This design comes from an exercise in tuning for small area and a short achievable clock period on the open sky130 flow, not from production work.
The RTL was checked by simulation tests, not by an equivalence proof against the original design.

## flow/design.v (module list and top-level ports; edited modules follow where they fit)
// module test_dsp: 1437 lines
module test_dsp #(parameter width_in1=26, parameter width_in2=14, parameter width_out=40) (
    input clk_i,
    input signed [width_in1:0] a_i,
    input signed [width_in2:0] b_i,
    input signed [width_out:0] pd_pattern1,
    output signed [width_out:0] c_o,
    output reg ones_o
);
  // ...
==> flow/flow/run.sh <==
#!/bin/bash
# Standard ORFS layout, with one extra step between synthesis and floorplan:
# flow/polarity.py removes the polarity inverters that Yosys's full-adder
# extraction leaves between adder cells (full adders are self-dual), and
# swaps gates for their complement cells where that saves an inverter.
# Before that, flow/cpafix.py splits the full adders Yosys made of the final
# adder's last step (sum and carry of s_i, c_i and the prefix carry) into
# xor2 + a21o, so the late prefix carry passes one gate.
# After it, flow/fapins.py puts each full adder's latest input on its
# fastest pin (CIN), and flow/fanout.py gives the high-fanout Booth digit signals an
# inverter-pair driver.
# Registers and ports are untouched.
set -euo pipefail
cd "$(dirname "$0")/.."
W=$(pwd)
R=$W/orfs/results/${FLOW_PLATFORM}/test_dsp/base
LIB=${FLOW_HOME}/platforms/${FLOW_PLATFORM}/lib/sky130_fd_sc_hd__tt_025C_1v80.lib
# port buffers: a real buffer cell (buffer_ports otherwise picks a delay cell)
export BUFFER_PORTS_ARGS="-buffer_cell sky130_fd_sc_hd__buf_2"
bash standard.sh synth > "$W/run_synth.log" 2>&1
cp "$R/1_2_yosys.v" "$W/1_2_yosys.standard.v"
python3 flow/cpafix.py "$W/1_2_yosys.standard.v" "$W/1_2_yosys.cpafix.v" > "$W/run_cpafix.log" 2>&1
python3 flow/polarity.py "$LIB" "$W/1_2_yosys.cpafix.v" "$W/1_2_yosys.polarity.v" > "$W/run_polarity.log" 2>&1
python3 flow/fapins.py "$W/1_2_yosys.polarity.v" "$W/1_2_yosys.fapins.v" > "$W/run_fapins.log" 2>&1
python3 flow/fanout.py 10 "$W/1_2_yosys.fapins.v" "$R/1_2_yosys.v" > "$W/run_fanout.log" 2>&1
rm -f "$R/1_synth.odb" "$R/1_synth.sdc"
bash standard.sh finish > "$W/run_layout.log" 2>&1
==> flow/flow/cpafix.py <==
#!/usr/bin/env python3
"""Split full adders that share two inputs with a half adder.

Yosys's full-adder extraction turns the last step of the final adder,
sum_i = (s_i ^ c_i) ^ G and carry = s_i & c_i | (s_i ^ c_i) & G, into a
full-adder cell on (s_i, c_i, G), although s_i ^ c_i and s_i & c_i already
exist as a half adder and G, the prefix carry, arrives last.  Such a full
adder is replaced by xor2(HA.SUM, G) and a21o(HA.SUM, G, HA.COUT): the same
function, less area, and G passes one gate instead of a full adder.

usage: cpafix.py in.v out.v
"""
import re
import sys

src = open(sys.argv[1]).read()
cell_re = re.compile(r'^  sky130_fd_sc_hd__(\w+) (\S+)\s+\((.*?)\n  \);\n', re.S | re.M)
pin_re = re.compile(r'\.(\w+)\(([^()]*)\)')

cells = []
for m in cell_re.finditer(src):
    pins = dict((p, n) for p, n in pin_re.findall(m.group(3)))
    cells.append((m.group(1), m.group(2), pins, m.span()))
has = {}
for short, name, pins, span in cells:
    if re.fullmatch(r'ha_\d+', short):
        has[frozenset((pins['A'].strip(), pins['B'].strip()))] = pins


def sub(name, suf):
    return name.rstrip() + suf + ' ' if name.startswith('\\') else name + suf


out = []
pos = 0
n = 0
for short, name, pins, span in cells:
    s, e = span
    out.append(src[pos:s])
    pos = e
    text = src[s:e]
    if re.fullmatch(r'fa_\d+', short) and 'SUM' in pins and 'COUT' in pins:
        ins = [pins['A'], pins['B'], pins['CIN']]
        for a, b, z in ((0, 1, 2), (0, 2, 1), (1, 2, 0)):
            h = has.get(frozenset((ins[a].strip(), ins[b].strip())))
            if h is not None and ins[a].strip() != ins[b].strip():
                g = ins[z]
                text = (f'  sky130_fd_sc_hd__xor2_1 {sub(name, "_s")} (\n    .A({h["SUM"]}),\n    .B({g}),\n'
                        f'    .X({pins["SUM"]})\n  );\n'
                        f'  sky130_fd_sc_hd__a21o_1 {sub(name, "_c")} (\n    .A1({h["SUM"]}),\n    .A2({g}),\n'
                        f'    .B1({h["COUT"]}),\n    .X({pins["COUT"]})\n  );\n')
                n += 1
                break
    out.append(text)
out.append(src[pos:])
open(sys.argv[2], 'w').write(''.join(out))
print(f'{n} full adders split into xor2 + a21o')
==> flow/flow/fanout.py <==
#!/usr/bin/env python3
"""Give high-fanout nets driven by small logic gates a strong driver.

In the Booth partial-product selection each encoded digit signal drives a
whole row of selectors; synthesis leaves it on a weak gate.  For every such
net this pass lets the gate drive a small inverter, which drives a large
inverter that drives the original net (an inverter pair: the function is
unchanged; placement's remove_buffers keeps inverters).

usage: fanout.py MIN_FANOUT in.v out.v
"""
import re
import sys

minfo = int(sys.argv[1])
src = open(sys.argv[2]).read()
cell_re = re.compile(r'^  (sky130_fd_sc_hd__(\w+)) (\S+)\s+\((.*?)\n  \);\n', re.S | re.M)
pin_re = re.compile(r'\.(\w+)\(([^()]*)\)')
OUT = {'X', 'Y', 'Q', 'Q_N', 'SUM', 'COUT', 'HI', 'LO'}
SKIP = re.compile(r'(buf|inv|clkbuf|clkinv|bufinv|dlygate|clkdlybuf|dfxtp|fa|ha|conb)')

cells = []
for m in cell_re.finditer(src):
    cells.append((m.group(2), m.group(3), pin_re.findall(m.group(4)), m.span()))
fan = {}
for short, name, pins, span in cells:
    for p, n in pins:
        if p not in OUT:
            fan[n.strip()] = fan.get(n.strip(), 0) + 1

# logical fanout: count sinks through buffer cells
drv = {}
for short, name, pins, span in cells:
    for p, n in pins:
        if p in OUT:
            drv[n.strip()] = short
loads = {}
for short, name, pins, span in cells:
    for p, n in pins:
        if p not in OUT:
            loads.setdefault(n.strip(), []).append((short, pins))
BUF = re.compile(r'(buf|clkbuf)_\d+$')


def logical_fanout(net, depth=0):
    tot = 0
    for short, pins in loads.get(net, []):
        if BUF.match(short) and depth < 20:
            o = [n for p, n in pins if p in OUT][0].strip()
            tot += logical_fanout(o, depth + 1)
        else:
            tot += 1
    return tot


fan = {n: logical_fanout(n) for n in loads}

hdr = re.search(r'module\s+\w+\s*\((.*?)\);', src, re.S)
ports = set(x.strip() for x in hdr.group(1).split(','))

out = []
pos = 0
wires = []
k = 0
for short, name, pins, span in cells:
    s, e = span
    out.append(src[pos:s])
    pos = e
    text = src[s:e]
    if not SKIP.match(short):
        for p, n in pins:
            key = n.strip()
            if p in OUT and fan.get(key, 0) >= minfo and key.lstrip('\\').split('[')[0].strip() not in ports:
                f = fan[key]
                size = 4 if f <= 16 else 6 if f <= 24 else 8
                a, b = f'fo_{k}_a', f'fo_{k}_b'
                wires += [a, b]
                text = text.replace(f'.{p}({n})', f'.{p}({a})')
                text += (f'  sky130_fd_sc_hd__inv_2 fo_cell_{k}a (\n    .A({a}),\n    .Y({b})\n  );\n'
                         f'  sky130_fd_sc_hd__inv_{size} fo_cell_{k}b (\n    .A({b}),\n    .Y({n})\n  );\n')
                k += 1
    out.append(text)
out.append(src[pos:])
text = ''.join(out)
m = re.search(r'\n  wire ', text)
text = text[:m.start() + 1] + ''.join(f'  wire {w};\n' for w in wires) + text[m.start() + 1:]
open(sys.argv[3], 'w').write(text)
print(f'{k} high-fanout nets given an inverter-pair driver (fanout >= {minfo})')
==> flow/flow/fapins.py <==
#!/usr/bin/env python3
"""Put each full adder's latest-arriving input on its fastest pin.

The inputs A, B and CIN of a sky130 full adder are interchangeable (sum and
carry are symmetric functions), but CIN reaches SUM and COUT fastest and A
slowest.  With a rough arrival-time estimate (inputs and register outputs at
fixed times, a fixed delay per cell) this pass reconnects each full adder so
that its latest input is on CIN and its earliest on A.

usage: fapins.py in.v out.v
"""
import re
import sys

sys.setrecursionlimit(100000)
src = open(sys.argv[1]).read()
cell_re = re.compile(r'^  sky130_fd_sc_hd__(\w+) (\S+)\s+\((.*?)\n  \);\n', re.S | re.M)
pin_re = re.compile(r'\.(\w+)\(([^()]*)\)')
OUT = {'X', 'Y', 'Q', 'Q_N', 'SUM', 'COUT', 'HI', 'LO'}

cells = []
for m in cell_re.finditer(src):
    cells.append((m.group(1), m.group(2), pin_re.findall(m.group(3)), m.span()))
drv = {}
for i, (short, name, pins, span) in enumerate(cells):
    for p, n in pins:
        if p in OUT:
            drv[n.strip()] = (i, p)


def delay(short, pin_out):
    if re.fullmatch(r'fa_\d+', short):
        return 0.5 if pin_out == 'SUM' else 0.42
    if re.fullmatch(r'ha_\d+', short):
        return 0.3
    if re.match(r'(inv|clkinv)_', short):
        return 0.07
    if re.match(r'(buf|clkbuf)_', short):
        return 0.15
    if re.match(r'x(n)?or', short):
        return 0.22
    return 0.18


arr = {}


def arrival(net):
    if net in arr:
        return arr[net]
    arr[net] = 0.0
    d = drv.get(net)
    if d is None:
        a = 1.1                       # primary input (after its input delay)
    else:
        i, p = d
        short, name, pins, span = cells[i]
        if short.startswith('df'):
            a = 0.35
        else:
            a = max([arrival(n.strip()) for q, n in pins if q not in OUT] or [0.0]) + delay(short, p)
    arr[net] = a
    return a


out = []
pos = 0
moved = 0
for short, name, pins, span in cells:
    s, e = span
    out.append(src[pos:s])
    pos = e
    text = src[s:e]
    if re.fullmatch(r'fa_\d+', short):
        d = dict(pins)
        ins = sorted([d['A'], d['B'], d['CIN']], key=lambda n: arrival(n.strip()))
        if ins != [d['A'], d['B'], d['CIN']]:
            moved += 1
        text = (f'  sky130_fd_sc_hd__{short} {name} (\n    .A({ins[0]}),\n    .B({ins[1]}),\n'
                f'    .CIN({ins[2]}),\n    .COUT({d["COUT"]}),\n    .SUM({d["SUM"]})\n  );\n')
    out.append(text)
out.append(src[pos:])
open(sys.argv[2], 'w').write(''.join(out))
print(f'{moved} full adders had their inputs reordered')
==> flow/flow/polarity.py <==
#!/usr/bin/env python3
"""Remove polarity inverters from a Yosys gate netlist (sky130hd).

Yosys's extract_fa leaves many inverters between full-adder cells.  A full
adder is self-dual, FA(~a, ~b, ~c) = (~sum, ~carry), so each fa cell may
work on inverted signals; a gate with a complement cell (and2/nand2,
a21o/a21oi, ...) may produce its output inverted.  This pass chooses those
polarities to minimise cell area (the inverters still needed plus the
complement swaps), then rewires the netlist with one shared inverter per
signal whose other polarity is still needed.  Registers, ports and every
other cell keep their function; only combinational cells change.

usage: polarity.py LIB in.v out.v
"""
import random
import re
import sys

lib, fin, fout = sys.argv[1:4]
src = open(fin).read()
libt = open(lib).read()

# --- library: area and pins per cell --------------------------------------
AREA = {}
PINS = {}
for m in re.finditer(r'cell \("sky130_fd_sc_hd__(\w+)"\)\s*\{', libt):
    name = m.group(1)
    nxt = libt.find('cell ("sky130_fd_sc_hd__', m.end())
    body = libt[m.end():nxt if nxt > 0 else len(libt)]
    a = re.search(r'\barea\s*:\s*([\d.]+)', body)
    AREA[name] = float(a.group(1)) if a else 0.0
    ins, outs = set(), set()
    for pm in re.finditer(r'pin \("(\w+)"\)\s*\{(.{0,400})', body, re.S):
        d = re.search(r'direction\s*:\s*"?(\w+)', pm.group(2))
        if d:
            (ins if d.group(1) == 'input' else outs).add(pm.group(1))
    PINS[name] = (ins, outs)

PAIRS = [('and2', 'nand2'), ('and3', 'nand3'), ('and4', 'nand4'), ('or2', 'nor2'),
         ('or3', 'nor3'), ('or4', 'nor4'), ('xor2', 'xnor2'), ('xor3', 'xnor3'),
         ('a21o', 'a21oi'), ('a22o', 'a22oi'), ('a211o', 'a211oi'), ('a31o', 'a31oi'),
         ('a32o', 'a32oi'), ('a221o', 'a221oi'), ('a2111o', 'a2111oi'), ('a311o', 'a311oi'),
         ('a41o', 'a41oi'), ('o21a', 'o21ai'), ('o22a', 'o22ai'), ('o211a', 'o211ai'),
         ('o31a', 'o31ai'), ('o32a', 'o32ai'), ('o221a', 'o221ai'), ('o311a', 'o311ai'),
         ('o2111a', 'o2111ai'), ('o41a', 'o41ai'), ('a21bo', 'a21boi'), ('o21ba', 'o21bai'),
         ('and2b', 'nand2b'), ('or2b', 'nor2b'), ('and3b', 'nand3b'), ('or3b', 'nor3b'),
         ('and4b', 'nand4b'), ('or4b', 'nor4b'), ('and4bb', 'nand4bb'), ('or4bb', 'nor4bb'),
         ('mux2', 'mux2i')]
COMP = {}
for a, b in PAIRS:
    COMP[a] = b
    COMP[b] = a


def complement(short):
    m = re.fullmatch(r'(\w+?)_(\d+)', short)
    if not m or m.group(1) not in COMP:
        return None
    base, drive = COMP[m.group(1)], int(m.group(2))
    drives = sorted(int(re.fullmatch(r'.*_(\d+)', n).group(1)) for n in AREA
                    if re.fullmatch(re.escape(base) + r'_\d+', n))
    cand = [d for d in drives if d >= drive] or drives
    if not cand:
        return None
    c = f'{base}_{cand[0]}'
    if c not in PINS or short not in PINS:
        return None
    if PINS[c][0] != PINS[short][0] or len(PINS[c][1]) != 1 or len(PINS[short][1]) != 1:
        return None
    return c


INV_AREA = AREA['inv_1']

# --- netlist ---------------------------------------------------------------
cell_re = re.compile(r'^  (sky130_fd_sc_hd__(\w+)) (\S+)\s+\((.*?)\n  \);\n', re.S | re.M)
pin_re = re.compile(r'\.(\w+)\(([^()]*)\)')

cells = []
for m in cell_re.finditer(src):
    short = m.group(2)
    pins = pin_re.findall(m.group(4))
    cells.append({'short': short, 'name': m.group(3), 'pins': pins, 'span': m.span()})

# a half adder may be split into xor2/xnor2 + and2/nand2 so that each output
# can take either polarity; both halves are modelled as complement cells
newcells = []
for c in cells:
    if re.fullmatch(r'ha_\d+', c['short']):
        d = dict(c['pins'])
        pid = len(newcells)
        newcells.append({'short': 'xor2_1', 'name': c['name'], 'pins': [('A', d['A']), ('B', d['B']), ('X', d['SUM'])],
                         'span': c['span'], 'ha': (pid, 0, c)})
        newcells.append({'short': 'and2_1', 'name': c['name'], 'pins': [('A', d['A']), ('B', d['B']), ('X', d['COUT'])],
                         'span': None, 'ha': (pid, 1, c)})
    else:
        newcells.append(c)
cells = newcells

hdr = re.search(r'module\s+\w+\s*\((.*?)\);', src, re.S)
ports = set(x.strip() for x in hdr.group(1).split(','))
if re.search(r'^\s*assign\s', src, re.M):
    open(fout, 'w').write(src)
    print('assign statements present; netlist left unchanged')
    sys.exit(0)


def key(n):
    return n.strip()


def is_port_net(k):
    return k.lstrip('\\').split('[')[0].strip() in ports


def outpins(c):
    return PINS.get(c['short'], (set(), {'X', 'Y', 'Q', 'SUM', 'COUT', 'HI', 'LO'}))[1]


driver = {}
for i, c in enumerate(cells):
    for p, n in c['pins']:
        if p in outpins(c):
            driver[key(n)] = i

removable = []
for c in cells:
    ok = False
    if re.fullmatch(r'(clk)?inv_\d+', c['short']):
        ok = not is_port_net(key(dict(c['pins'])['Y']))
    removable.append(ok)


def root(k):
    par = 0
    while k in driver and removable[driver[k]]:
        k = key(dict(cells[driver[k]]['pins'])['A'])
        par ^= 1
    return k, par


kind = []
comp = []
for i, c in enumerate(cells):
    if removable[i]:
        kind.append(None)
        comp.append(None)
    elif re.fullmatch(r'fa_\d+', c['short']):
        kind.append('fa')
        comp.append(None)
    else:
        cc = complement(c['short'])
        kind.append('comp' if cc else None)
        comp.append(cc)

cons = []
for i, c in enumerate(cells):
    if removable[i]:
        continue
    for j, (p, n) in enumerate(c['pins']):
        if p in outpins(c):
            continue
        r, q = root(key(n))
        cons.append((i, j, r, q))
by_root = {}
for ci, (i, j, r, q) in enumerate(cons):
    by_root.setdefault(r, []).append(ci)
port_roots = {k for k in driver if is_port_net(k)}

flip = [0] * len(cells)


def drv_pol(r):
    d = driver.get(r)
    if d is None or kind[d] is None:
        return 0
    return flip[d]


def need(ci):
    i, j, r, q = cons[ci]
    return q ^ (flip[i] if kind[i] == 'fa' else 0)


def cost_root(r):
    d = drv_pol(r)
    if r in port_roots and d:
        return 1e6
    for ci in by_root.get(r, []):
        if need(ci) != d:
            return INV_AREA
    return 0.0


def cell_cost(i):
    c = cells[i]
    if 'ha' in c:
        pid, half, orig = c['ha']
        if half == 1:
            return 0.0
        fs, fc = flip[pid], flip[pid + 1]
        if not fs and not fc:
            return 0.0
        a = AREA['xnor2_1' if fs else 'xor2_1'] + AREA['nand2_1' if fc else 'and2_1']
        return a - AREA[orig['short']]
    if kind[i] == 'comp' and flip[i]:
        return AREA[comp[i]] - AREA[cells[i]['short']]
    return 0.0


touch = {}
for i, c in enumerate(cells):
    if kind[i] is None:
        continue
    rs = set()
    for p, n in c['pins']:
        k = key(n)
        if p in outpins(c):
            rs.add(k)
        elif kind[i] == 'fa':
            rs.add(root(k)[0])
    touch[i] = rs


def total():
    return sum(cost_root(r) for r in set(by_root) | port_roots) + sum(cell_cost(i) for i in touch)


def owner(i):
    c = cells[i]
    return c['ha'][0] if 'ha' in c else i


def delta(i):
    rs = touch[i]
    o = owner(i)
    c0 = sum(cost_root(r) for r in rs) + cell_cost(o)
    flip[i] ^= 1
    c1 = sum(cost_root(r) for r in rs) + cell_cost(o)
    flip[i] ^= 1
    return c1 - c0


before = total()
rng = random.Random(1)
ids = list(touch)
best_flip = list(flip)
cur = best = before
steps = 60 * len(ids) + 1
for step in range(steps):
    T = max(0.05, 4.0 * (1 - step / steps))
    i = ids[rng.randrange(len(ids))]
    d = delta(i)
    if d <= 0 or rng.random() < pow(2.718281828, -d / T):
        flip[i] ^= 1
        cur += d
        if cur < best - 1e-9:
            best = cur
            best_flip = list(flip)
flip[:] = best_flip
changed = True
while changed:
    changed = False
    for i in ids:
        if delta(i) < -1e-9:
            flip[i] ^= 1
            changed = True
after = total()

# --- rewrite ---------------------------------------------------------------
orig_text = {}
for c in cells:
    for p, n in c['pins']:
        orig_text.setdefault(key(n), n)
newinv = {}
extra_wires, extra_cells = [], []


def net_for(r, want):
    if want == drv_pol(r):
        return orig_text.get(r, r)
    if r not in newinv:
        k = len(newinv)
        nn = f'polinv_{k}'
        newinv[r] = nn
        extra_wires.append(f'  wire {nn};\n')
        extra_cells.append(f'  sky130_fd_sc_hd__inv_1 polinv_cell_{k} (\n'
                           f'    .A({orig_text.get(r, r)}),\n    .Y({nn})\n  );\n')
    return newinv[r]


newpins = {}
for ci, (i, j, r, q) in enumerate(cons):
    newpins[(i, j)] = net_for(r, need(ci))

# size each new inverter by its fanout
fan = {}
for nn in newpins.values():
    fan[nn] = fan.get(nn, 0) + 1
for k, r in enumerate(list(newinv)):
    nn = newinv[r]
    f = fan.get(nn, 0)
    size = 1 if f <= 3 else 2 if f <= 6 else 4 if f <= 12 else 8
    extra_cells[k] = extra_cells[k].replace('sky130_fd_sc_hd__inv_1 ', f'sky130_fd_sc_hd__inv_{size} ', 1)

out = []
pos = 0
nswap = 0
def hname(name, suf):
    if name.startswith('\\'):
        return name.rstrip() + suf + ' '
    return name + suf


for i, c in enumerate(cells):
    if c['span'] is not None:
        s, e = c['span']
        out.append(src[pos:s])
        pos = e
    if removable[i]:
        continue
    if 'ha' in c:
        pid, half, orig = c['ha']
        if half == 1:
            continue
        fs, fc = flip[pid], flip[pid + 1]
        ins = [newpins.get((pid, 0), cells[pid]['pins'][0][1]), newpins.get((pid, 1), cells[pid]['pins'][1][1])]
        ins2 = [newpins.get((pid + 1, 0), cells[pid + 1]['pins'][0][1]), newpins.get((pid + 1, 1), cells[pid + 1]['pins'][1][1])]
        assert ins == ins2
        so, co = cells[pid]['pins'][2][1], cells[pid + 1]['pins'][2][1]
        if not fs and not fc:
            out.append(f'  sky130_fd_sc_hd__{orig["short"]} {c["name"]} (\n    .A({ins[0]}),\n    .B({ins[1]}),\n'
                       f'    .COUT({co}),\n    .SUM({so})\n  );\n')
        else:
            nswap += 1
            st, sp = ('xnor2_1', 'Y') if fs else ('xor2_1', 'X')
            ct, cp = ('nand2_1', 'Y') if fc else ('and2_1', 'X')
            out.append(f'  sky130_fd_sc_hd__{st} {hname(c["name"], "_s")} (\n    .A({ins[0]}),\n    .B({ins[1]}),\n    .{sp}({so})\n  );\n')
            out.append(f'  sky130_fd_sc_hd__{ct} {hname(c["name"], "_c")} (\n    .A({ins[0]}),\n    .B({ins[1]}),\n    .{cp}({co})\n  );\n')
        continue
    short = c['short']
    pins = c['pins']
    if kind[i] == 'comp' and flip[i]:
        nswap += 1
        newshort = comp[i]
        op_old = next(iter(PINS[short][1]))
        op_new = next(iter(PINS[newshort][1]))
        pins = [(op_new if p == op_old else p, n) for p, n in pins]
        short = newshort
    pl = [f'    .{p}({newpins.get((i, j), n)})' for j, (p, n) in enumerate(pins)]
    out.append(f'  sky130_fd_sc_hd__{short} {c["name"]} (\n' + ',\n'.join(pl) + '\n  );\n')
tail = src[pos:]
idx = tail.rfind('endmodule')
out.append(tail[:idx])
out.extend(extra_cells)
out.append(tail[idx:])
text = ''.join(out)
m = re.search(r'\n  wire ', text)
text = text[:m.start() + 1] + ''.join(extra_wires) + text[m.start() + 1:]
open(fout, 'w').write(text)
print(f'inverters removed {sum(removable)}, added {len(newinv)}; complement swaps {nswap}; '
      f'fa flipped {sum(flip[i] for i in ids if kind[i] == "fa")}; '
      f'area cost {before:.1f} -> {after:.1f} (relative)')
==> flow/standard.sh <==
#!/bin/bash
# synth_recipe.tcl (not shown) runs the flow's synth.tcl, then flattens the netlist and writes it again
# the make line also repeats each setting of config.mk as NAME=value (left out here)
make -C /OpenROAD-flow-scripts/flow DESIGN_CONFIG=/design/flow/config.mk WORK_HOME=/design/flow/orfs CLKGATE_MAP_FILE= SYNTH_SCRIPT=/design/flow/synth_recipe.tcl "${@:-finish}"
==> flow/config.mk <==
export PLATFORM = sky130hd
export DESIGN_NAME = test_dsp
export DESIGN_NICKNAME = test_dsp
export VERILOG_FILES = /design/flow/design.v
export SDC_FILE = /design/flow/constraint.sdc
export NUM_CORES = 4
export LEC_CHECK = 0
export ABC_AREA = 1
export CAP_MARGIN = 20
export CORE_MARGIN = 2
export CORE_UTILIZATION = 50
export CTS_BUF_LIST = sky130_fd_sc_hd__clkbuf_8
export CTS_CLUSTER_DIAMETER = 71
export CTS_CLUSTER_SIZE = 12
export SETUP_SLACK_MARGIN = 3.4
export SLEW_MARGIN = 20
==> flow/constraint.sdc <==
create_clock -name core_clock -period 6.5 [get_ports {clk_i}]
set_input_delay 1.3000 -clock core_clock [delete_from_list [all_inputs] [get_ports {clk_i}]]
set_output_delay 1.3000 -clock core_clock [all_outputs]
set_load 0.01 [all_outputs]
==> key figures, run 1 <==
Status
  • Status: complete, no violations

Setup path
  • Bufs and invs on worst path: 3
  • FF-to-FF End: prod_r[33]
  • Startpoint Class: primary input
  • Crit path from: b_i[1]
  • CP peak stage delay: 0.53 ns
  • CP Class: in2reg

Clock network
  • H-tree level count: 1
  • Maximum clock path buffer count: 3
  • CTS tree: built
  • Post-CTS setup repair buffer count: 0

Detailed routing
  • Vias per cell: 5.456
  • DRT iter0 DRCs: ~900
  • Metal2 WL: roughly 17,000 um
  • Metal3 WL: 2677 um

Layout
  • Flip-flop and latch area: 4384 um2
  • Inverter count: 192
  • Seq cells: about 220
  • Diodes inserted: 0
  • Sequential share of cell area: 0.2632

Logic synthesis
  • Mean Syn Cell Area: 9.862 um2
  • Synth warn: 1

Global routing
  • Global route hottest layer: met2
  • GR Overflow Total: 0

Timing
  • Setup Viol. Count Final: 0
  • Period utilisation layout: 0.4664

Hold path
  • Worst Hold Depth: 2
  • Worst Hold Class: reg2reg

Placed design
  • DP Area: 16,140 um2
  • Setup WS pre-CTS: about 2.4 ns
  • IO buf count: 125

Floorplanning
  • I/O pin total: 126
  • Tapcell Cnt: roughly 400
  • Site Rows: 63
==> run 2, diff against run 1 <==
--- a/flow/config.mk
+++ b/flow/config.mk
@@ -8,7 +8,7 @@
 export ABC_AREA = 1
 export CAP_MARGIN = 20
 export CORE_MARGIN = 2
-export CORE_UTILIZATION = 50
+export CORE_UTILIZATION = 55
 export CTS_BUF_LIST = sky130_fd_sc_hd__clkbuf_8
 export CTS_CLUSTER_DIAMETER = 71
 export CTS_CLUSTER_SIZE = 12
==> key figures, run 2 <==
Logic synthesis
  • Synthesized area: 15,210 um2 (unchanged)
  • Synth warn: 1 (unchanged)
  • Mean Syn Cell Area: 9.862 um2 (unchanged)
  • Synthesized net count: 1,852 (unchanged)
  • Mapped Cells: 1,542 (unchanged)

Hold path
  • Worst Hold Class: reg2reg (unchanged)

Setup path
  • Flop2flop setup slack: 3.53 ns (was 3.50 ns)
  • Worst-path cell chain: buf_12 -> ha_4 -> nor2_2 -> inv_2 -> clkinv_8 -> xor2_1 -> o22ai_1 -> fa_1 -> fa_1 (was buf_16 -> ha_4 -> nor2_2 -> inv_2 -> clkinv_8 -> xor2_1 -> o22ai_1 -> fa_1 -> fa_1)
  • Most common cell on crit path: fa_1 (unchanged)
  • CP Class: in2reg (unchanged)
  • CP required: 6.93 ns (was 6.99 ns)
  • Crit end category: flip-flop (unchanged)
  • Max FO, Critical Path: 35 (unchanged)
  • Slowest-stage cell, CP: fa_1 (unchanged)
  • Crit path DAT: 3.45 ns (was 3.52 ns)
  • CP peak stage delay: 0.50 ns (was 0.53 ns)
  • Startpoint Class: primary input (unchanged)

Global routing
  • GR Overflow Total: 0 (unchanged)
  • First-pass GRT wire length: 58,280 um (was 59,420 um)
  • Largest net degree at the start of global routing: 36 (unchanged)
  • Initial antenna violation count: 1 (was 0)
  • All-Layer GR Usage: 0.2576 (was 0.2386)
  • Vias in the first global route: 10,940 (was 11,270)

Detailed routing
  • First-pass detailed-route iteration total: 5 (unchanged)
  • Vias per cell: 5.542 (was 5.456)
  • WL/cell: 18.19 um (was 18.14 um)
  • DRT iter0 DRCs: 943 (was 924)
  • Routed wire length: 36,010 um (was 36,850 um)
  • ANT nets after route: 0 (unchanged)
  • Via count: 10,970 (was 11,080)
  • Drc violations: 0 (unchanged)

Layout
  • Commonest non-fill, non-tap cell in the layout: xor2_1 (unchanged)
  • Layout Area Growth over Synthesis: 9.240% (was 9.544%)
  • Largest registers: pat_r (41), prod_r (41), eqp_r (6) (unchanged)
  • Util after Layout: 0.6147 (was 0.5591)
  • Fin nets: 1,947 (was 1,948)
  • Diodes inserted: 0 (unchanged)
  • Most frequent cells in the layout: xor2_1, dfxtp_1, o22ai_1, fa_1, nand2_1 (unchanged)
  • Share of cells above drive strength 1: 0.1746 (was 0.1725)

Clock network
  • Clk sink count: 219 (unchanged)
  • Maximum clock path buffer count: 3 (unchanged)
  • CTS buffer count: 22 (unchanged)
  • CTS tree: built (unchanged)
  • Later-pin clock latency in the skew report: 0.56 ns (was 0.55 ns)
  • Root Buffer: clkbuf_8 (unchanged)
  • Clock transition at the registers of the reported paths: 0.08 ns (about the same)
  • H-tree level count: 1 (unchanged)

Floorplanning
  • Die Span X: 170.3 um (was 178.4 um)
  • Core area: 27,030 um2 (was 29,800 um2)
  • DIE HEIGHT: 170.3 um (was 178.4 um)
  • Initial Util: 0.5627 (was 0.5104)
  • I/O pin total: 126 (unchanged)
  • Site Rows: 60 (was 63)
  • Die area: 29,000 um2 (was 31,820 um2)

Placed design
  • Placer Congestion: 0.8910 (was 0.8980)
  • IO buf count: 125 (unchanged)
  • Final HPWL DP: 27,990 um (was 28,160 um)

Timing
  • Setup Viol. Count Final: 0 (unchanged)
  • Worst slew pin tran: 0.4856 ns (was 0.4607 ns)
  • Max Clock Freq: 330.5 MHz (was 329.9 MHz)
  • Setup_tns: 0 ns (unchanged)
  • Period utilisation layout: 0.4655 (was 0.4664)
  • Final Hold Viols: 0 (unchanged)
  • Max-slew violations: 0 (unchanged)
  • Slew headroom: 0.6738 (was 0.6901)
  • Fin Clk Skew: 0.03267 ns (was 0.02137 ns)
  • Min cycle time layout: 3.026 ns (was 3.031 ns)
  • RSZ-0062 raised after global routing: true (unchanged)

Status
  • Status: complete, no violations (unchanged)

Flow run
  • Max Cap Violations: 0 (unchanged)
## run 2: repair_timing
action	in CTS	in global routing
pin swaps	0	12
endpoints found under the setup margin	85	21
gates resized for setup	6	31
buffers inserted	0	1
hold buffers	0	0
## run 2: final cells by class
| class | instances | area, um2 |
|---|---|---|
| fillers | 2323 | 10410 |
| multi-input cells | 1077 | 9876 |
| flip-flops and latches | 219 | 4385 |
| inverters | 191 | 922.1 |
| repair buffers | 126 | 648.1 |
| well taps | 341 | 426.7 |
| clock buffers | 23 | 316.6 |
| clock inverters | 2 | 37.54 |
## run 2: per-stage QoR
| stage | instance area [um2] | worst slack [ns] | std cells | hold WS, ns |
|---|---|---|---|---|
| after floorplan | 15430 | 3.255 | 1542 | 0.4000 |
| after global placement | 16070 | 2.457 | 1953 | 0.4489 |
| after detailed placement | 16070 | 2.406 | 1953 | 0.4531 |
| after CTS | 16480 | 3.401 | 1978 | 0.4662 |
| after global routing | 16610 | 3.386 | 1979 | 0.4925 |
| final | 16610 | 3.474 | 1979 | 0.4513 |
## run 2: worst paths after layout
kind                 start         end  cells past startpoint
setup reg to reg  r1_c18_0  prod_r[33]                     15
hold / removal    eqp_r[1]      ones_o                      2
setup / recovery    b_i[1]    r1_c17_3                      9
hold reg to reg   eqp_r[1]      ones_o                      2
## run 2: metal layers
layer	part of all wire	up-vias	track usage	routed length (um)
li1	-	5275	-	-
met1	0.45	5216	0.3639	16060
met2	0.45	410	0.4122	16160
met3	0.074	67	0.03767	2669
met4	0.031	0	0.07729	1114
met5	0	-	0	0
## run 2: critical path, delay by kind of cell
kind            cells  cell delay (ns)
buf+inv             3             0.49
fa+ha+maj           3             1.15
simple gates        1             0.03
compound gates      1             0.14
xor+xnor            1             0.28
==> run 3, diff against run 2 <==
--- a/flow/config.mk
+++ b/flow/config.mk
@@ -8,9 +8,9 @@
 export ABC_AREA = 1
 export CAP_MARGIN = 20
 export CORE_MARGIN = 2
-export CORE_UTILIZATION = 55
+export CORE_UTILIZATION = 50
 export CTS_BUF_LIST = sky130_fd_sc_hd__clkbuf_8
 export CTS_CLUSTER_DIAMETER = 71
 export CTS_CLUSTER_SIZE = 12
-export SETUP_SLACK_MARGIN = 3.4
+export SETUP_SLACK_MARGIN = 3.5
 export SLEW_MARGIN = 20
==> key figures, run 3 <==
Timing
  • Min cycle time layout: 2.967 ns (was 3.026 ns)
  • Final Hold Viols: 0 (unchanged)
  • Max-slew violations: 0 (unchanged)
  • Slew headroom: 0.7171 (was 0.6738)
  • Setup_tns: 0 ns (unchanged)
  • RSZ-0062 raised after global routing: true (unchanged)
  • PnR worst setup slack: 3.533 ns (was 3.474 ns)
  • Fin Clk Skew: 0.01860 ns (was 0.03267 ns)
  • Max Clock Freq: 337.0 MHz (was 330.5 MHz)
  • Setup Viol. Count Final: 0 (unchanged)
  • Worst slew pin tran: 0.4243 ns (was 0.4856 ns)
  • Period utilisation layout: 0.4565 (was 0.4655)
  • Worst Hold Slack: 0.5195 ns (was 0.4513 ns)

Layout
  • Layout Area Growth over Synthesis: 11.91% (was 9.240%)
  • Commonest non-fill, non-tap cell in the layout: xor2_1 (unchanged)
  • Diodes inserted: 0 (unchanged)
  • Fin nets: 1,949 (was 1,947)
  • Final non-filler cell total: 2,034 (was 1,979)
  • Most frequent cells in the layout: xor2_1, dfxtp_1, o22ai_1, nand2_1, fa_1 (was xor2_1, dfxtp_1, o22ai_1, fa_1, nand2_1)
  • Largest registers: pat_r (41), prod_r (41), eqp_r (6) (unchanged)
  • Share of cells above drive strength 1: 0.2105 (was 0.1746)

Placed design
  • Final HPWL DP: 28,620 um (was 27,990 um)
  • Placer Congestion: 0.8814 (was 0.8910)
  • Setup WS pre-CTS: 2.369 ns (was 2.406 ns)
  • IO buf count: 125 (unchanged)
  • Cells after DPL: 2,002 (was 1,953)

Setup path
  • Startpoint Class: primary input (unchanged)
  • Crit end category: flip-flop (unchanged)
  • Flop2flop setup slack: 3.53 ns (about the same)
  • CP required: 6.94 ns (was 6.93 ns)
  • Crit path DAT: 3.40 ns (was 3.45 ns)
  • CP Class: in2reg (unchanged)
  • Max FO, Critical Path: 35 (unchanged)
  • Worst R2R Path Depth: 17 (was 15)
  • Origin of the critical flop-to-flop path: r1_c15_0 (was r1_c18_0)
  • FF-to-FF End: prod_r[33] (unchanged)

Status
  • Status: complete, no violations (unchanged)

Clock network
  • Root Buffer: clkbuf_8 (unchanged)
  • Clock transition at the registers of the reported paths: 0.08 ns (about the same)
  • Clk sink count: 219 (unchanged)
  • Maximum clock path buffer count: 3 (unchanged)
  • CTS tree: built (unchanged)
  • H-tree level count: 1 (unchanged)
  • Later-pin clock latency in the skew report: 0.57 ns (was 0.56 ns)
  • CTS buffer count: 23 (was 22)

Flow run
  • Max Cap Violations: 0 (unchanged)

Detailed routing
  • ANT nets after route: 0 (unchanged)
  • DRT iter0 DRCs: 848 (was 943)
  • Drc violations: 0 (unchanged)
  • Routed wire length: 37,460 um (was 36,010 um)
  • First-pass detailed-route iteration total: 5 (unchanged)
  • Vias per cell: 5.451 (was 5.542)
  • WL/cell: 18.42 um (was 18.19 um)
  • Via count: 11,090 (was 10,970)

Global routing
  • GR Layer Usage met2: 0.3958 (was 0.4122)
  • Initial antenna violation count: 0 (was 1)
  • Vias in the first global route: 11,260 (was 10,940)
  • All-Layer GR Usage: 0.2418 (was 0.2576)
  • Global route hottest layer: met2 (unchanged)
  • Met1 GRT Util: 0.3419 (was 0.3639)
  • Largest net degree at the start of global routing: 36 (unchanged)
  • First-pass GRT wire length: 59,950 um (was 58,280 um)
  • GR Overflow Total: 0 (unchanged)
  • GR Layer Usage met3: 0.03240 (was 0.03767)

Floorplanning
  • Core area: 29,800 um2 (was 27,030 um2)
  • Die area: 31,820 um2 (was 29,000 um2)
  • Die Span X: 178.4 um (was 170.3 um)
  • Initial Util: 0.5104 (was 0.5627)
  • I/O pin total: 126 (unchanged)
  • Site Rows: 63 (was 60)
  • DIE HEIGHT: 178.4 um (was 170.3 um)

Hold path
  • Worst Hold Depth: 2 (unchanged)
  • Worst Hold Endpoint: ones_o (unchanged)
  • Worst Hold Class: reg2reg (unchanged)
  • Hold Startpoint: eqp_r[1] (unchanged)

Logic synthesis
  • Synth warn: 1 (unchanged)
  • Mean Syn Cell Area: 9.862 um2 (unchanged)
  • Synthesized area: 15,210 um2 (unchanged)
  • Mapped Cells: 1,542 (unchanged)
  • Synthesized net count: 1,852 (unchanged)
[run 3: worst max-delay path by stage]
stage / startpoint / end / slack [ns] / cells after the start
3_3_place_gp: b_i[1] / r1_c26_3 / 2.45 / 9
3_5_place_dp: b_i[1] / r1_c17_3 / 2.37 / 9
4_1_cts: b_i[1] / r1_c17_3 / 3.49 / 9
2_1_floorplan: b_i[5] / r1_c18_3 / 3.26 / 10
6_report: b_i[1] / r1_c18_3 / 3.53 / 9
5_1_grt: r1_c15_0 / prod_r[33] / 3.39 / 17
[run 3: worst max-delay path, stage by stage]
cell and delay, ns:
buf_16 0.15, ha_4 0.20, nor2_2 0.11, inv_4 0.08
clkinv_8 0.11, xor2_1 0.27, o22ai_1 0.14, fa_2 0.47
fa_1 0.50
[run 3: metal layers]
layer	vias up	part of all wire
li1	5290	-
met4	0	0.021
met1	5329	0.45
met3	56	0.066
met2	413	0.46
met5	-	0
[run 3: through the flow]
| stage | utilization | area [um2] |
|---|---|---|
| global placement | 0.5451 | 16240 |
| floorplan | - | 15540 |
| finish | 0.5712 | 17020 |
| CTS | 0.5628 | 16770 |
| global route | 0.5712 | 17020 |
| detailed placement | 0.5451 | 16240 |
[run 3: what timing repair did]
action / 4_1_cts / 5_1_grt
pin swaps: 5 / 8
buffers inserted: 0 / 1
resized for setup: 27 / 45
gates cloned: 0 / 1
hold buffers: 0 / 0
endpoints found under the setup margin: 95 / 37
[run 3: layout make-up]
cell class / count / area [um2]
tap: 390 / 488.0
fill: 2671 / 12780
sequential: 219 / 4384
clock buffer: 24 / 330.3
multi-input combinational: 1077 / 10170
inverter: 191 / 944.7
timing repair inverter: 1 / 8.758
clock inverter: 6 / 37.54
timing repair buffer: 126 / 655.6
==> run 4, diff against run 3 <==
--- a/flow/config.mk
+++ b/flow/config.mk
@@ -12,5 +12,5 @@
 export CTS_BUF_LIST = sky130_fd_sc_hd__clkbuf_8
 export CTS_CLUSTER_DIAMETER = 71
 export CTS_CLUSTER_SIZE = 12
-export SETUP_SLACK_MARGIN = 3.5
+export SETUP_SLACK_MARGIN = 3.45
 export SLEW_MARGIN = 20
==> key figures, run 4 <==
Status
  • Status: complete, no violations (unchanged)

Global routing
  • Initial antenna violation count: 3 (was 0)
  • All-Layer GR Usage: 0.2439 (was 0.2418)
  • Vias in the first global route: 11,260 (about the same)
  • First-pass GRT wire length: 60,000 um (was 59,950 um)
  • Largest net degree at the start of global routing: 32 (was 36)
  • GR Overflow Total: 0 (unchanged)

Logic synthesis
  • Mean Syn Cell Area: 9.862 um2 (unchanged)
  • Mapped Cells: 1,542 (unchanged)
  • Synth warn: 1 (unchanged)
  • Synthesized net count: 1,852 (unchanged)
  • Synthesized area: 15,210 um2 (unchanged)

Setup path
  • FF-to-FF End: prod_r[33] (unchanged)
  • CP required: 6.94 ns (about the same)
  • Top delay family on crit path: adder cells (unchanged)
  • Startpoint Class: primary input (unchanged)
  • Bufs and invs on worst path: 4 (was 3)
  • Slowest-stage cell, CP: fa_1 (unchanged)
  • Flop2flop setup slack: 3.47 ns (was 3.53 ns)
  • Worst-path cell chain: buf_4 -> buf_12 -> ha_4 -> nor2_4 -> inv_8 -> clkinv_8 -> xor2_2 -> o22ai_1 -> fa_1 -> fa_1 (was buf_16 -> ha_4 -> nor2_2 -> inv_4 -> clkinv_8 -> xor2_1 -> o22ai_1 -> fa_2 -> fa_1)
  • Crit end category: flip-flop (unchanged)
  • Crit path DAT: 3.47 ns (was 3.40 ns)
  • Worst R2R Path Depth: 13 (was 17)
  • CP peak stage delay: 0.49 ns (was 0.50 ns)
  • Most common cell on crit path: fa_1
  • Origin of the critical flop-to-flop path: r1_c22_0 (was r1_c15_0)
  • Max FO, Critical Path: 8 (was 35)
  • CP Class: in2reg (unchanged)

Layout
  • Largest registers: pat_r (41), prod_r (41), eqp_r (6) (unchanged)
  • Commonest non-fill, non-tap cell in the layout: dfxtp_1 (was xor2_1)
  • Share of cells above drive strength 1: 0.2098 (was 0.2105)
  • Most frequent cells in the layout: dfxtp_1, xor2_1, o22ai_1, fa_1, nand2_1 (was xor2_1, dfxtp_1, o22ai_1, nand2_1, fa_1)
  • Final Cell Area: 17,110 um2 (was 17,020 um2)
  • Fin nets: 1,959 (was 1,949)
  • Layout Area Growth over Synthesis: 12.48% (was 11.91%)
  • Util after Layout: 0.5741 (was 0.5712)
  • Diodes inserted: 0 (unchanged)

Floorplanning
  • I/O pin total: 126 (unchanged)
  • Core area: 29,800 um2 (unchanged)
  • Initial Util: 0.5104 (unchanged)
  • DIE HEIGHT: 178.4 um (unchanged)
  • Die area: 31,820 um2 (unchanged)
  • Site Rows: 63 (unchanged)
  • Die Span X: 178.4 um (unchanged)

Timing
  • Max Clock Freq: 330.0 MHz (was 337.0 MHz)
  • Period utilisation layout: 0.4662 (was 0.4565)
  • Max-slew violations: 0 (unchanged)
  • Slew headroom: 0.6948 (was 0.7171)
  • Worst slew pin tran: 0.4553 ns (was 0.4243 ns)
  • RSZ-0062 raised after global routing: true (unchanged)
  • Worst Hold Slack: 0.5239 ns (was 0.5195 ns)
  • PnR worst setup slack: 3.470 ns (was 3.533 ns)
  • Setup Viol. Count Final: 0 (unchanged)
  • Min cycle time layout: 3.030 ns (was 2.967 ns)
  • Setup_tns: 0 ns (unchanged)
  • Fin Clk Skew: 0.01638 ns (was 0.01860 ns)
  • Final Hold Viols: 0 (unchanged)

Clock network
  • CTS Hold Bufs: 0 (unchanged)
  • CTS tree: built (unchanged)
  • CTS buffer count: 23 (unchanged)
  • Later-pin clock latency in the skew report: 0.57 ns (about the same)
  • Root Buffer: clkbuf_8 (unchanged)
  • Clock transition at the registers of the reported paths: 0.08 ns (about the same)
  • Clk sink count: 219 (unchanged)
  • H-tree level count: 1 (unchanged)
  • Maximum clock path buffer count: 3 (unchanged)

Detailed routing
  • WL/cell: 18.33 um (was 18.42 um)
  • Metal3 WL: 3004 um (was 2482 um)
  • Routed wire length: 37,460 um (about the same)
  • Metal2 WL: 17,090 um (was 17,360 um)
  • First-pass detailed-route iteration total: 8 (was 5)
  • DRT iter0 DRCs: 994 (was 848)
  • Via count: 11,070 (was 11,090)
  • Max Used Layer: met5 (was met4)
  • M1 WL: 16,340 um (was 16,820 um)
  • Vias per cell: 5.417 (was 5.451)
  • ANT nets after route: 0 (unchanged)
  • Drc violations: 0 (unchanged)

Hold path
  • Worst Hold Endpoint: prod_r[0] (was ones_o)
  • Worst Hold Class: reg2reg (unchanged)
  • Hold Startpoint: r1_c0_1 (was eqp_r[1])
  • Worst Hold Depth: 2 (unchanged)

Flow run
  • Max Cap Violations: 0 (unchanged)

Placed design
  • IO buf count: 125 (unchanged)
  • Placer Congestion: 0.9009 (was 0.8814)
  • Final HPWL DP: 28,370 um (was 28,620 um)
  • DP Area: 16,190 um2 (was 16,240 um2)
  • Setup WS pre-CTS: 2.534 ns (was 2.369 ns)
-- run 4: per-layer routing --
| layer | GRT usage | vias up |
|---|---|---|
| met5 | 0 | - |
| met4 | 0.06267 | 2 |
| met3 | 0.04668 | 81 |
| met2 | 0.3904 | 444 |
| met1 | 0.3405 | 5275 |
| li1 | - | 5270 |
-- run 4: cell type report --
class                      instances  area, um2
clock buffer                      23      316.6
clock inverter                     7      43.79
fill                            2680      12690
inverter                         191      929.6
multi-input combinational       1077      10170
sequential                       219       4385
tap                              390      488.0
timing repair buffer             134      733.2
timing repair inverter             3      41.29
-- run 4: worst max path at each step --
| stage | from | cells after the start | end | slack (ns) |
|---|---|---|---|---|
| 2_1_floorplan | b_i[5] | 10 | r1_c18_3 | 3.26 |
| 3_3_place_gp | b_i[1] | 10 | r1_c26_3 | 2.61 |
| 3_5_place_dp | b_i[1] | 10 | r1_c26_3 | 2.53 |
| 4_1_cts | b_i[1] | 10 | r1_c26_3 | 3.45 |
| 5_1_grt | r1_c21_0 | 13 | prod_r[33] | 3.39 |
| 6_report | b_i[1] | 10 | r1_c23_3 | 3.47 |
-- run 4: worst reg2reg max path, cell delays in order, from the launching register on --
cell and delay [ns]:
dfxtp_1 0.32, fa_1 0.55, fa_1 0.41, ha_1 0.41
nand2_1 0.12, inv_1 0.06, a21oi_2 0.20, nand2_4 0.13
a21oi_2 0.20, nand2_4 0.07, inv_4 0.07, inv_8 0.05
a21o_1 0.18, xor2_1 0.15
-- run 4: per-stage QoR --
step                std cells
CTS                      2035
global placement         2003
global route             2044
finish                   2044
floorplan                1542
detailed placement       2003
-- run 4: repair_timing --
| item | 4_1_cts | 5_1_grt |
|---|---|---|
| setup buffers | 0 | 7 |
| cloned | 2 | 2 |
| pin swaps | 3 | 12 |
| endpoints found under the hold margin | 0 | 0 |
| gates resized for setup | 17 | 58 |
| endpoints found under the setup margin | 85 | 44 |

==> re-timing with driven ports <==
No port has a modelled driver above. Below, the same layouts with a new extraction and two added sets of constraints.
Step 1, drivers: a clkbuf_16 drives clk_i and a buf_2 each remaining input, both assumed.
Step 2 also shifts input and output timing later by t, the mid clock arrival at the registers, as if the neighbouring blocks saw the same clock.
Three values: ideal, step 1, step 2; two values: the first two.
run	shift t [ns]	setup WS [ns]	hold WS [ns]	worst setup path after step 2	pins driven straight from the clock port
run 1	0.585	3.469 / 3.424 / 2.839	0.509 / 0.509 / 0.509	input to register	1
run 2	0.594	3.474 / 3.458 / 2.864	0.451 / 0.451 / 0.451	input to register	1
run 3	0.605	3.533 / 3.501 / 2.896	0.519 / 0.519 / 0.519	input to register	1
run 4	0.603	3.470 / 3.470 / 2.883	0.524 / 0.524 / 0.524	input to register	1
After both steps setup and hold are still met in every run listed. The setup slack of run 3, which loses most, moves by -0.032 ns with the drivers and by -0.637 ns with both steps.
